This is an optimization exercise on Yosys and OpenROAD, whose aim is small area, not a production implementation.
Function was checked by simulation only, so behaviour that the tests miss may differ from the original.

==> flow/design.v (outline; a module is shown in full before it is edited, if it fits) <==
// module FA: 4 lines
// module HA: 4 lines
// module MX: 3 lines
// module SIGMOID: 471 lines
// module GE13: 13 lines
// module ARGMAX: 28 lines
// module LSTM_HEAD: 2490 lines
module LSTM_HEAD (
    input  wire        clk,
    input  wire        rst,
    input  wire        valid,
    input  wire [13:0] h_1,
    input  wire [13:0] h_2,
    input  wire [13:0] h_3,
    input  wire [13:0] h_4,
    input  wire [13:0] h_5,
    output reg  [1:0]  OUTX,
    output wire [13:0] SCORE_1,
    output wire [13:0] SCORE_2,
    output wire [13:0] SCORE_3,
    output wire [13:0] SCORE_4
);
  // ...
==> flow/flow/run.sh <==
#!/bin/bash
# Own layout flow: the standard flow (standard.sh), with three changes in how
# the layout is made:
#  - Yosys's ABC maps the combinational logic for area (strash; dch; map -a)
#    instead of for speed; registers are mapped before ABC runs, so they keep
#    the standard synthesis's names and cells;
#  - the port buffers are sky130_fd_sc_hd__buf_2 cells;
#  - clock tree synthesis builds the tree from sky130_fd_sc_hd__clkbuf_8 cells, in
#    clusters at most 60 um across, and inserts no dummy loads.
set -euo pipefail
here=$(pwd)
rm -rf "$here/scripts_area"
mkdir -p "$here/scripts_area"
cp -r "$FLOW_HOME/scripts/." "$here/scripts_area/"
cp "$here/flow/abc_area.script" "$here/scripts_area/abc_area.script"
bash standard.sh finish ABC_AREA=1 SCRIPTS_DIR="$here/scripts_area" \
  "BUFFER_PORTS_ARGS=-buffer_cell sky130_fd_sc_hd__buf_2" \
  "CTS_ARGS=-sink_clustering_enable -repair_clock_nets -buf_list sky130_fd_sc_hd__clkbuf_8 -sink_clustering_max_diameter 60 -dont_use_dummy_load" \
  > "$here/orfs_make.log" 2>&1 || { tail -50 "$here/orfs_make.log"; exit 1; }
tail -5 "$here/orfs_make.log"
==> flow/flow/abc_area.script <==
strash
dch
map -a
==> flow/standard.sh <==
#!/bin/bash
# synth_recipe.tcl (not shown) runs the flow's synth.tcl, then flattens the netlist and writes it again
# the make line also repeats each setting of config.mk as NAME=value (left out here)
make -C /OpenROAD-flow-scripts/flow DESIGN_CONFIG=/design/flow/config.mk WORK_HOME=/design/flow/orfs CLKGATE_MAP_FILE= SYNTH_SCRIPT=/design/flow/synth_recipe.tcl "${@:-finish}"
==> flow/config.mk <==
export PLATFORM = sky130hd
export DESIGN_NAME = LSTM_HEAD
export DESIGN_NICKNAME = LSTM_HEAD
export VERILOG_FILES = /design/flow/design.v
export SDC_FILE = /design/flow/constraint.sdc
export NUM_CORES = 4
export LEC_CHECK = 0
export ABC_AREA = 1
export CAP_MARGIN = 20
export CORE_MARGIN = 2
export CORE_UTILIZATION = 62
export SLEW_MARGIN = 20
export SYNTH_HIERARCHICAL = 1
export SYNTH_MINIMUM_KEEP_SIZE = 0
==> flow/constraint.sdc <==
create_clock -name core_clock -period 20.0 [get_ports {clk}]
set_input_delay 4.0000 -clock core_clock [delete_from_list [all_inputs] [get_ports {clk}]]
set_output_delay 4.0000 -clock core_clock [all_outputs]
set_load 0.01 [all_outputs]
==> metrics.md, run 1 <==
| Metric | Value |
|---|---|
| Initial core utilization | `0.627` |
| Drt initial violations | `2998` |
| Crit path launch | `h_4[0]` |
| Hold path start | `z1_1[7]` |
| Max Fclk | `61.2 MHz` |
| DPL Wire Length | `86.3 mm` |
| Setup slack after layout | `3.66 ns` |
| Final Instance Area | `34000 um2` |
| Top FF cell, synth | `dfrtp_1` |
| Slew Viols, Final | `0` |
| Status | `complete, no violations` |
| Syn_area_per_cell | `11.0 um2` |
| Worst setup SP type | `input pin` |
| R2R cell count | `42` |
| Die ar. | `53800 um2` |
| Die W | `232 um` |
| Largest family of logic cells by synthesized area | `adder cells` |
| M2 GR Usage | `0.613` |
| CP most frequent cell | `fa_1` |
| Non-clock buffers | `140` |
| Die Ht | `232 um` |
| Required @ worst endpoint | `between 20 and 25 ns` |
| Synth top area share | `0.541` |
| Commonest non-fill, non-tap cell in the layout | `fa_1` |
| Max clock buf depth | `2` |
| Synth Area in Adders | `0.596` |
| Tmin final | `16.34 ns` |
| Slack of the worst reg-to-reg path | `4.92 ns` |
| Final setup TNS | `0 ns` |
| Cell variety after synth | `43` |
| Num tapcells | `680` |
==> inputs of run 2 (changes only) <==
--- a/flow/config.mk
+++ b/flow/config.mk
@@ -8,7 +8,7 @@
 export ABC_AREA = 1
 export CAP_MARGIN = 20
 export CORE_MARGIN = 2
-export CORE_UTILIZATION = 62
+export CORE_UTILIZATION = 50
 export SLEW_MARGIN = 20
 export SYNTH_HIERARCHICAL = 1
 export SYNTH_MINIMUM_KEEP_SIZE = 0
==> run 2 against run 1 <==
  * Core utilization fell by 13 points
  * Setup slack improved by 0.25 ns
  * Worst hold slack improved by 0.0043 ns
  * Fmax rose by 1.6%
  * Wire length rose by 4.1%
  * Flip-flop and latch count did not move
  * Cell area rose by 0.83%
  * Critical path type unchanged
  * Critical endpoint unchanged
==> metrics.md, run 2 <==
| Metric | Value |
|---|---|
| Status | `complete, no violations` |
| Layout area overhead | `6.53%` |
| Hold Crit Class | `flip-flop to flip-flop` |
| # rows | `93` |
| Initial antenna violation count | `1` |
| Fin crit share | `0.804` |
| Required @ worst endpoint | `20.41 ns (+0.06 ns)` |
| FFs w/ async S/R, synth | `1.00` |
| Die Ht | `258 um (+11%)` |
| Wire per inst | `26.4 um` |
| Tmin final | `16.08 ns (-0.253 ns)` |
| Clock tree from TritonCTS | `yes` |
| Worst setup SP type | `input pin` |
| Synth top area share | `0.541 (unchanged)` |
| Drt pass-1 iters | `6` |
| CTS HTree Levels | `4` |
| Max Fclk | `62.2 MHz (+1.6%)` |
| Boundary Pins | `131` |
| Setup Viol. Count Final | `0` |
| Top FF cell, synth | `dfrtp_1` |
| WL final | `between 100 and 150 mm` |
| TritonCTS buffer count | `17` |
| Nets | `4168` |
| Commonest non-fill, non-tap cells in the layout | `fa_1, clkinv_1, nand2_1, nor2_1, ha_1` |
| Count leader, synth | `fa_1` |
| CP most frequent cell | `fa_1` |
| Final GP Congestion | `1.01` |
| Core Area | `64000 um2` |
| Slowest cell on the critical path | `fa_1` |
| EDFF count, synth | `0` |
| Clock Sinks | `154` |
| Gr usage total | `0.328` |
| Vias in the first global route | `26.4k` |
| Synth top area cells | `fa_1, dfrtp_1, ha_1` |
| Worst Path Arrival | `16.49 ns` |
| Commonest non-fill, non-tap cell in the layout | `fa_1` |
| Post-CTS sizing | `0` |
| Total grt overflow | `0` |
| Global-route wire length before repair | `163 mm` |
| Largest family of logic cells by synthesized area | `adder cells` |
| Later-pin clock latency in the skew report | `0.50 ns` |
| Worst-path fanout max | `9` |
| Die W | `258 um (+11%)` |
| # DRC | `0` |
| Worst-Margin Slew | `1.19 ns` |
| CTS Hold Bufs | `0` |
| Final Skew | `0.0356 ns` |
| Post-route ant nets | `0` |
| Largest net degree at the start of global routing | `84` |
| Layout cells sized above 1 | `0.0951` |
| XOR/XNOR Fraction of Synth Area | `0.0337` |
| Sequential area share after synthesis | `0.122` |
| Die ar. | `66400 um2 (+24%)` |
| Post-Synth Simple-Gate Area | `0.0839` |
| Slew Viols, Final | `0 (unchanged)` |
| IO Port Bufs | `130` |
| Cell variety after synth | `43 (unchanged)` |
| Syn_area_per_cell | `11.0 um2 (unchanged)` |
| Post-CTS Setup Inserts | `0` |
| Initial core utilization | `0.503 (-0.124)` |
| Critical Path End Type | `flip-flop` |
| Synth Area in Adders | `0.596 (unchanged)` |
| Fillcell total | `between 5k and 6k` |
| Drt initial violations | `2104 (-30%)` |
| Max clock buf depth | `2 (unchanged)` |
| DPL Wire Length | `89.2 mm (+3.4%)` |
| Most frequent cells after synthesis | `fa_1, clkinv_1, nand2_1` |
| Unrepaired setup endpoints after global routing | `no` |
| Clock root cell | `clkbuf_8` |
| Max-Cap Viols | `0` |
| Mux cell area share after synthesis | `0.0196` |
| Post-synthesis compound-gate area fraction | `0.0988` |
| Yosys reg bits | `154` |
| Slew HR | `0.209` |
| Syn Nets | `4002` |
| Vias/cell | `6.08` |
| Mapped Cells | `roughly 2.9k` |
| Worst-path clk slew | `0.09 ns` |
| Worst setup path category | `input pin to flip-flop` |
| Via count | `23.9k` |
| Crit path largest cell delay | `0.58 ns` |
| Hold Vio Cnt, Final | `0` |
| Mapped Area | `between 30000 and 40000 um2` |
| Final setup TNS | `0 ns (unchanged)` |
| Cell taking the most area after synthesis | `fa_1` |
| Synth Warn # | `11` |
-- run 2: cell counts after synthesis --
Identical to the previous run, type by type.
-- run 2: worst paths after layout --
path | slack, ns | to | start | cells after the start
worst max-delay path | 3.92 | y_1[13] | h_2[0] | 37
worst min-delay path | 0.32 | z2_1[3] | z1_1[3] | 0
worst max register to register | 4.51 | z1_4[11] | y_4[13] | 42
worst min register to register | 0.32 | z2_1[3] | z1_1[3] | 0
max in group asynchronous | 15.24 | z1_4[8] | rst | 2
min in group asynchronous | 3.54 | y_3[11] | rst | 1
-- run 2: area by class of cell --
class / instances / area [um2] / share of cell area
diodes: 1 / 2.50 / 0.0000730
clock buffers: 17 / 234 / 0.00682
inverters: 386 / 1450 / 0.0423
multi-input cells: 2373 / 26800 / 0.782
flip-flops and latches: 154 / 3920 / 0.114
well taps: 855 / 1070 / 0.0312
repair buffers: 151 / 813 / 0.0237
-- run 2: stage by stage --
step | worst slack, ns | util | area [um2] | cells | hold slack (ns)
after floorplan | 4.27 | - | 32200 | 2917 | 0.331
after global placement | 3.53 | 0.532 | 34000 | 3917 | 0.332
after detailed placement | 3.47 | 0.532 | 34000 | 3918 | 0.335
after CTS | 4.00 | 0.536 | 34300 | 3935 | 0.322
after global routing | 3.54 | 0.536 | 34300 | 3937 | 0.337
final | 3.92 | 0.536 | 34300 | 3937 | 0.316
-- run 2: cell families after synthesis --
group | Yosys count
fa+ha+maj | 1012
simple gates | 682
compound gates | 499
buf+inv | 390
flops | 154
xor+xnor | 124
mux | 56
-- run 2: worst max-delay path, delay by kind of cell --
kind	cells	cell delay (ns)
mux	1	0.27
xor+xnor	3	0.46
buf+inv	6	0.64
fa+ha+maj	27	11.10
-- run 2: per-module statistics from Yosys (local to each module, per instance), a selection --
module	cells inside	cell area, um2	flops+latches	copies in the design
HA	1	12.5	0	89
MX	1	11.3	0	56
FA	1	20.0	0	870
LSTM_HEAD	463	5510	154	1
ARGMAX	52	206	0	1
GE13	18	115	0	9
-- run 2: routing by layer --
layer  vias up  wire, um  global-route usage
li1       9928         -                   -
met1     12600     42900               0.459
met2      1232     48700               0.525
met3       191      9400              0.0729
met4         0      3000              0.0824
met5         -         0                   0

-- static timing again, ports no longer ideal --
How much do the figures lean on ideal ports? The routed layouts below were timed once more, with nothing changed but the port constraints. Step 1 assumes that a clkbuf_16 drives the clock port and a buf_2 every other input. Step 2 adds t to the input delays and takes it off the output delays; t is the mean of the earliest and latest rising clock arrival at the registers after step 1. Input paths then give back, and output paths get back, about the clock's delay inside the block. Three values: ideal ports, drivers, drivers and shift; two values: the first two.
run | t (ns) | setup WS [ns] | worst register clock-pin slew, ns
run 1 | 0.480 | 3.664 / 3.690 / 3.211 | 0.09 / 0.09
run 2 | 0.536 | 3.916 / 3.954 / 3.417 | 0.10 / 0.10
After both steps setup and hold are still met in every run listed. For run 2, which loses most, drivers alone change the setup slack by +0.038 ns; drivers and shift together by -0.499 ns.
